This is an optimization exercise on Yosys and OpenROAD, whose aim is small area, not a production implementation.
Only simulation tests tie the RTL to the original design; equivalence was not proved.
The clock port is modelled as an ideal driver; clocking choices that lean on that would not hold on a real chip.
Power figures rest on the tool's default switching activity, not on a simulated workload.

==> flow/design.v <==
module cpu(input         clk, reset,
           input  [15:0] dataout, instruction,
           output        MemRd, MemWr,
           output [15:0] datain, instrAddr, dataAddr);
  reg  [15:0] pc;                       
  reg  [15:0] ins;                      
  reg         regwrE, memrdE, memwrE;   
  reg         fmeE;
  reg  [1:0]  wbE;
  reg  [2:0]  rdE;
  reg  [15:0] resE, sdE;
  reg         regwrM, memrdM, memwrM;   
  reg  [1:0]  wbM;
  reg  [2:0]  rdM;
  reg  [15:0] aluM, dinM;
  reg  [15:0] r1, r2, r3, r4, r5, r6, r7;
  wire [3:0] op = ins[15:12];
  wire       m  = ins[11];
  wire isAnd  = op == 4'b0000;
  wire isSub  = op == 4'b0010;
  wire isAndi = op == 4'b0100;
  wire isLw   = op == 4'b0101;
  wire isLb   = op == 4'b0110;
  wire isSw   = op == 4'b0111;
  wire isBr   = op[3:2] == 2'b10;
  wire isJc   = op[3:1] == 3'b110;      
  wire isCall = op == 4'b1101;
  wire isRet  = op == 4'b1110;
  wire isSv   = op == 4'b1111;
  wire rtype  = op[3:2] == 2'b00 && op[1:0] != 2'b11;    
  wire itype  = !op[3] && !rtype;                        
  wire regWrD = rtype || (itype && !isSw) || isCall;
  wire memRdD = isLw || isLb;
  wire memWrD = isSw || isSv;
  wire killF  = op[3] && !isSv;
  reg [2:0] rs1, rs2, rd;
  always @(*) begin
    if (isRet)                 rs1 = 3'b111;
    else if (isSv || (isBr && m)) rs1 = 3'b000;
    else if (itype || isBr)    rs1 = ins[7:5];
    else                       rs1 = ins[8:6];
    if (isSv)                  rs2 = ins[11:9];
    else if (itype || isBr)    rs2 = ins[10:8];
    else                       rs2 = ins[5:3];
    if (isCall)                rd = 3'b111;
    else if (itype && !isSw)   rd = ins[10:8];
    else                       rd = ins[11:9];
  end
  function [15:0] rfread(input [2:0] a, input [15:0] x1, x2, x3, x4, x5, x6, x7);
    case (a)
      3'd1: rfread = x1;
      3'd2: rfread = x2;
      3'd3: rfread = x3;
      3'd4: rfread = x4;
      3'd5: rfread = x5;
      3'd6: rfread = x6;
      3'd7: rfread = x7;
      default: rfread = 16'd0;
    endcase
  endfunction
  function [15:0] add16(input [15:0] a, b, input cin);
    integer i;
    reg c;
    begin
      c = cin;
      for (i = 0; i < 16; i = i + 1) begin
        add16[i] = a[i] ^ b[i] ^ c;
        c = (a[i] & b[i]) | (c & (a[i] ^ b[i]));
      end
    end
  endfunction
  function [15:0] pfx16(input [15:0] a, b, input cin);
    integer i, l;
    reg [15:0] g, p, G, P;
    begin
      g = a & b;
      p = a ^ b;
      G = g; P = p;
      G[0] = g[0] | (p[0] & cin);
      for (l = 0; l < 4; l = l + 1)
        for (i = (2 << l) - 1; i < 16; i = i + (2 << l)) begin
          G[i] = G[i] | (P[i] & G[i - (1 << l)]);
          P[i] = P[i] & P[i - (1 << l)];
        end
      for (l = 2; l >= 0; l = l - 1)
        for (i = 3 * (1 << l) - 1; i < 16; i = i + (2 << l)) begin
          G[i] = G[i] | (P[i] & G[i - (1 << l)]);
          P[i] = P[i] & P[i - (1 << l)];
        end
      pfx16 = p ^ {G[14:0], cin};
    end
  endfunction
  wire [15:0] wdM = wbM == 2'b01 ? dataout :
                    wbM[1]       ? {{8{wbM[0] & dataout[7]}}, dataout[7:0]} :
                                   aluM;
  wire e1 = rs1 != 0 && rs1 == rdE && regwrE;
  wire m1 = rs1 != 0 && rs1 == rdM && regwrM;
  wire e2 = rs2 != 0 && rs2 == rdE && regwrE;
  wire m2 = rs2 != 0 && rs2 == rdM && regwrM;
  wire [15:0] A  = e1 ? resE : m1 ? wdM : rfread(rs1, r1, r2, r3, r4, r5, r6, r7);
  wire [15:0] F2 = e2 ? resE : m2 ? wdM : rfread(rs2, r1, r2, r3, r4, r5, r6, r7);
  wire fwdME = memrdE && memWrD && rdE == rdM;
  wire stall = memrdE && (e1 || e2) && !fwdME;
  wire [15:0] imm  = {{11{ins[4] && !isAndi}}, ins[4:0]};
  wire [15:0] B    = itype ? imm : F2;
  wire        sub  = isSub || isBr;
  wire [15:0] sum  = pfx16(A, sub ? ~B : B, sub);
  wire [15:0] res  = isCall ? pc : (isAnd || isAndi) ? (A & B) : sum;
  wire Z = sum == 16'd0;
  wire N = sum[15];
  wire V = (A[15] ^ F2[15]) & (A[15] ^ sum[15]);
  wire taken = isBr && (op[1] ? (Z ^ op[0]) : (op[0] ? (N == V) : (Z || N != V)));
  wire [5:0]  off = {ins[4], ins[4:0]} + 6'b111110;
  wire [15:0] lo2 = add16({10'd0, pc[5:0]}, 16'd2, 1'b0);
  wire [15:0] lob = add16({10'd0, pc[5:0]}, {10'd0, off}, 1'b0);
  wire [9:0]  hi  = pc[15:6];
  wire [9:0]  hiInc, hiDec;
  wire [10:0] ci, bi;                    
  assign ci[0] = 1'b1;
  assign bi[0] = 1'b1;
  genvar g;
  generate
    for (g = 0; g < 10; g = g + 1) begin : incdec
      assign hiInc[g]  = hi[g] ^ ci[g];
      assign hiDec[g]  = hi[g] ^ bi[g];
      assign ci[g + 1] = ci[g] & hi[g];
      assign bi[g + 1] = bi[g] & !hi[g];
    end
  endgenerate
  wire [15:0] pc2 = {lo2[6] ? hiInc : hi, lo2[5:0]};
  wire [15:0] bt  = {lob[6] == off[5] ? hi : lob[6] ? hiInc : hiDec, lob[5:0]};
  wire [15:0] pcn = taken ? bt :
                    isJc  ? {pc[15:13], ins[11:0], 1'b0} :
                    isRet ? r7 :
                    killF ? pc : pc2;
  always @(negedge clk, posedge reset)
    if (reset) begin
      pc <= 16'd0; ins <= 16'd0;
      regwrE <= 1'b0; memrdE <= 1'b0; memwrE <= 1'b0;
      regwrM <= 1'b0; memrdM <= 1'b0; memwrM <= 1'b0;
    end else begin
      if (!stall) begin
        pc  <= pcn;
        ins <= killF ? 16'd0 : instruction;
      end
      regwrE <= regWrD && !stall;
      memwrE <= memWrD && !stall;
      memrdE <= memRdD;
      regwrM <= regwrE; memrdM <= memrdE; memwrM <= memwrE;
    end
  always @(negedge clk) begin
    rdE  <= rd;
    wbE  <= {isLb, isLw || (isLb && m)};
    resE <= res;
    sdE  <= isSv ? {{7{ins[8]}}, ins[8:0]} : F2;
    fmeE <= memrdE && isSw && rdE == rdM;
    rdM  <= rdE; wbM <= wbE; aluM <= resE;
    dinM <= fmeE ? dataout : sdE;
  end
  always @(negedge clk)
    if (regwrM)
      case (rdM)
        3'd1: r1 <= wdM;
        3'd2: r2 <= wdM;
        3'd3: r3 <= wdM;
        3'd4: r4 <= wdM;
        3'd5: r5 <= wdM;
        3'd6: r6 <= wdM;
        3'd7: r7 <= wdM;
        default: ;
      endcase
  assign instrAddr = pc;
  assign dataAddr  = aluM;
  assign datain    = dinM;
  assign MemWr     = memwrM;
  assign MemRd     = memrdM;
endmodule
clock: 20.0 ns
lec_check: 0
abc_area: 1
cap_margin: 20
core_margin: 2
core_utilization: 40
gpl_timing_driven: 0
slew_margin: 20
standard.sh (not shown) runs the stock make flow with config.mk's settings and CLKGATE_MAP_FILE= SYNTH_SCRIPT=/design/flow/synth_recipe.tcl, a recipe that flattens the netlist after the stock synthesis.
==> flow/flow/run.sh <==
#!/bin/bash
# The standard layout with 1x port buffers, one inverter for the
# falling-edge clock and a clock tree of small buffers without dummy loads.
# Each step's output goes to a log of its own in this folder.
set -euo pipefail
here=$(cd "$(dirname "${BASH_SOURCE[0]}")" && pwd)
export BUFFER_PORTS_ARGS="-buffer_cell sky130_fd_sc_hd__buf_1"
export CTS_ARGS="-sink_clustering_enable -repair_clock_nets -dont_use_dummy_load -buf_list \"sky130_fd_sc_hd__clkbuf_8 sky130_fd_sc_hd__clkbuf_2\" -root_buf sky130_fd_sc_hd__clkbuf_8 -sink_clustering_size 16 -sink_clustering_max_diameter 60"
export PRE_CTS_TCL="$here/pre_cts.tcl"
export POST_CTS_TCL="$here/post_cts.tcl"
export PRE_GLOBAL_PLACE_TCL="$here/pre_place.tcl"
bash standard.sh synth > synth.log 2>&1
bash standard.sh floorplan > floorplan.log 2>&1
bash standard.sh place > place.log 2>&1
bash standard.sh cts > cts.log 2>&1
bash standard.sh finish > finish.log 2>&1
==> flow/flow/post_cts.tcl <==
set upsized 0
foreach inst [[ord::get_db_block] getInsts] {
  set master [[$inst getMaster] getName]
  if {![regexp {^sky130_fd_sc_hd__clkbuf_(\d+)$} $master -> size]} { continue }
  set net [[$inst findITerm X] getNet]
  if {$net == "NULL"} { continue }
  set loads [expr {[llength [$net getITerms]] - 1}]
  set want $size
  if {$loads > 16} { set want 16 } elseif {$loads > 8 && $size < 8} { set want 8 } elseif {$loads > 4 && $size < 4} { set want 4 }
  if {$want > $size} {
    replace_cell [$inst getName] sky130_fd_sc_hd__clkbuf_$want
    incr upsized
  }
}
puts "post_cts: upsized $upsized clock buffers"
if {$upsized > 0} {
  detailed_placement
  check_placement -verbose
}
==> flow/flow/pre_cts.tcl <==
# Keep the one inverter that makes the falling-edge clock instead of cloning it
# next to every flip-flop; clock_tree_synthesis buffers the net it drives.
proc repair_clock_inverters {args} {
  puts "repair_clock_inverters skipped"
}
==> flow/flow/pre_place.tcl <==
# Global placement runs without its timing-driven repair; remove the buffers synthesis
# left, as the timing-driven mode would, and leave fixes to the later repair steps.
remove_buffers
Rerun with:
--- a/flow/flow/run.sh
+++ b/flow/flow/run.sh
@@ -7,6 +7,4 @@
 export BUFFER_PORTS_ARGS="-buffer_cell sky130_fd_sc_hd__buf_1"
-export CTS_ARGS="-sink_clustering_enable -repair_clock_nets -dont_use_dummy_load -buf_list \"sky130_fd_sc_hd__clkbuf_8 sky130_fd_sc_hd__clkbuf_2\" -root_buf sky130_fd_sc_hd__clkbuf_8 -sink_clustering_size 16 -sink_clustering_max_diameter 60"
+export CTS_ARGS="-sink_clustering_enable -repair_clock_nets -dont_use_dummy_load -buf_list sky130_fd_sc_hd__clkbuf_16 -sink_clustering_size 35 -sink_clustering_max_diameter 80 -delay_buffer_derate 0"
 export PRE_CTS_TCL="$here/pre_cts.tcl"
-export POST_CTS_TCL="$here/post_cts.tcl"
-export PRE_GLOBAL_PLACE_TCL="$here/pre_place.tcl"
 bash standard.sh synth > synth.log 2>&1
Settings changed: CAP_MARGIN 20 to 5, CORE_UTILIZATION 40 to 65, SLEW_MARGIN 20 to 5.
removed: flow/flow/post_cts.tcl
removed: flow/flow/pre_place.tcl
- The new run completed with no timing, DRC or antenna violations
- flip-flop and latch count is unchanged
- total power rose by 7.3%
- combinational power grows by about 3%
- hold slack is better by 0.012 ns
Rerun with:
--- a/flow/flow/run.sh
+++ b/flow/flow/run.sh
@@ -7,4 +7,5 @@
 export BUFFER_PORTS_ARGS="-buffer_cell sky130_fd_sc_hd__buf_1"
-export CTS_ARGS="-sink_clustering_enable -repair_clock_nets -dont_use_dummy_load -buf_list sky130_fd_sc_hd__clkbuf_16 -sink_clustering_size 35 -sink_clustering_max_diameter 80 -delay_buffer_derate 0"
+export CTS_ARGS="-sink_clustering_enable -repair_clock_nets -dont_use_dummy_load -buf_list sky130_fd_sc_hd__clkbuf_8 -sink_clustering_size 16 -sink_clustering_max_diameter 60"
 export PRE_CTS_TCL="$here/pre_cts.tcl"
+export POST_CTS_TCL="$here/post_cts.tcl"
 bash standard.sh synth > synth.log 2>&1
==> flow/flow/post_cts.tcl (new file) <==
set upsized 0
foreach inst [[ord::get_db_block] getInsts] {
  if {[[$inst getMaster] getName] != "sky130_fd_sc_hd__clkbuf_8"} { continue }
  set net [[$inst findITerm X] getNet]
  if {$net == "NULL"} { continue }
  if {[llength [$net getITerms]] - 1 > 16} {
    replace_cell [$inst getName] sky130_fd_sc_hd__clkbuf_16
    incr upsized
  }
}
puts "post_cts: upsized $upsized clock buffers"
if {$upsized > 0} {
  detailed_placement
  check_placement -verbose
}
Settings changed: CAP_MARGIN 5 to 20, CORE_UTILIZATION 65 to 40, GPL_TIMING_DRIVEN 0 to unset, SLEW_MARGIN 5 to 20.
What happened:
- The changed run ran to the end with no violations
- count of clock-buffer cells in the layout rose by 2
- routed wire length rose by 1.1%
- combinational power stays flat
- flip-flop and latch count is unchanged
- global-route usage fell by 15 points
- total power fell by 6.1%
- first-iteration DRC count fell by 2.5%
- cell count rose by 6.9%
- hold slack is worse by 0.013 ns
Rerun with:
--- a/flow/flow/run.sh
+++ b/flow/flow/run.sh
@@ -10,2 +10,3 @@
 export POST_CTS_TCL="$here/post_cts.tcl"
+export PRE_GLOBAL_PLACE_TCL="$here/pre_place.tcl"
 bash standard.sh synth > synth.log 2>&1
==> flow/flow/pre_place.tcl (new file) <==
# Global placement runs without its timing-driven repair; remove the buffers synthesis
# left, as the timing-driven mode would, and leave fixes to the later repair steps.
remove_buffers
Settings changed: CORE_UTILIZATION 40 to 55, GPL_TIMING_DRIVEN set to 0.
What happened:
- The new run finished clean
- routed wire length drops by 2.2%
- design area drops by about 1.2%
- hold slack is better by 0.011 ns
- sequential share of layout area climbs by 0.55 points
- sequential power drops by about 0.7%
- non-clock buffer count drops by 15
- worst setup slack is worse by 0.52 ns
Rerun with:
==> flow/flow/post_cts.tcl (replaced) <==
set resized 0
foreach inst [[ord::get_db_block] getInsts] {
  set master [[$inst getMaster] getName]
  if {![regexp {^sky130_fd_sc_hd__clkbuf_(\d+)$} $master -> size]} { continue }
  set net [[$inst findITerm X] getNet]
  if {$net == "NULL"} { continue }
  set loads [expr {[llength [$net getITerms]] - 1}]
  set want $size
  if {$loads > 16} {
    set want 16
  } elseif {[string match "delaybuf_*" [$inst getName]] && $loads == 1} {
    set want 2
  } elseif {$loads <= 6 && $size > 4} {
    set want 4
  } elseif {0} {
    set want 2
  }
  if {$want != $size} {
    replace_cell [$inst getName] sky130_fd_sc_hd__clkbuf_$want
    incr resized
  }
}
puts "post_cts: resized $resized clock buffers"
if {$resized > 0} {
  detailed_placement
  check_placement -verbose
}

# Synthesis leaves cells sized for speed on paths with slack to spare; size them down.
repair_timing -recover_power 100 -verbose
detailed_placement
check_placement -verbose
Settings changed: CORE_UTILIZATION 55 to 40.
Result: Synthesized cell count does not change; via count goes down by 1.4%; clock-buffer cell count does not change; routed wire length rises by 0.89%.
Rerun with:
--- a/flow/flow/run.sh
+++ b/flow/flow/run.sh
@@ -11,2 +11,6 @@
 export PRE_GLOBAL_PLACE_TCL="$here/pre_place.tcl"
+# the Liberty file restructure maps to: the platform's, less its don't-use cells
+dont_use=$(sed -n '/^export DONT_USE_CELLS/,/^$/p' "$FLOW_HOME/platforms/sky130hd/config.mk" | grep -oE 'sky130_fd_sc_hd__[A-Za-z0-9_]+' | tr '\n' ' ')
+python3 "$here/filter_lib.py" "$FLOW_HOME/platforms/sky130hd/lib/sky130_fd_sc_hd__tt_025C_1v80.lib" "$PWD/restructure.lib" $dont_use > filter_lib.log 2>&1
+export RESTRUCTURE_LIB="$PWD/restructure.lib"
 bash standard.sh synth > synth.log 2>&1
==> flow/flow/filter_lib.py (new file) <==
#!/usr/bin/env python3
"""Copy a Liberty file without the cells named on the command line (the platform's
don't-use cells), so that a mapping that reads it cannot pick them."""
import re
import sys

src, dst, drop = sys.argv[1], sys.argv[2], set(sys.argv[3:])
text = open(src).read()
out = []
pos = 0
for m in re.finditer(r'\n(\s*)cell\s*\(\s*"?([\w$]+)"?\s*\)\s*\{', text):
    if m.start() < pos:
        continue
    if m.group(2) not in drop:
        continue
    # find the brace that closes this cell group
    depth, i = 0, m.end() - 1
    while True:
        c = text[i]
        if c == '{':
            depth += 1
        elif c == '}':
            depth -= 1
            if depth == 0:
                break
        i += 1
    out.append(text[pos:m.start()])
    pos = i + 1
out.append(text[pos:])
open(dst, 'w').write(''.join(out))
==> flow/flow/pre_place.tcl (replaced) <==
# Before global placement: map the combinational logic again for area with OpenROAD's
# restructure (ABC), to the platform's cells less its don't-use ones, leaving every register as synthesis made it, then remove the buffers
# synthesis left, as timing-driven placement would; later repair steps fix timing.
set_dont_use $::env(DONT_USE_CELLS)
restructure -target area -liberty_file $::env(RESTRUCTURE_LIB) \
  -tielo_port sky130_fd_sc_hd__conb_1/LO -tiehi_port sky130_fd_sc_hd__conb_1/HI \
  -work_dir $::env(OBJECTS_DIR) -abc_logfile $::env(LOG_DIR)/restructure_abc.log
remove_buffers
Settings changed: CAP_MARGIN 20 to 10, SLEW_MARGIN 20 to 10.
After rerunning:
- The new run went through all stages and came out clean
- setup slack degrades by 0.39 ns
- cell area shrinks by about 5.6%
- register-to-register slack loses 2.5 ns
- sequential power goes up by about 0.8%
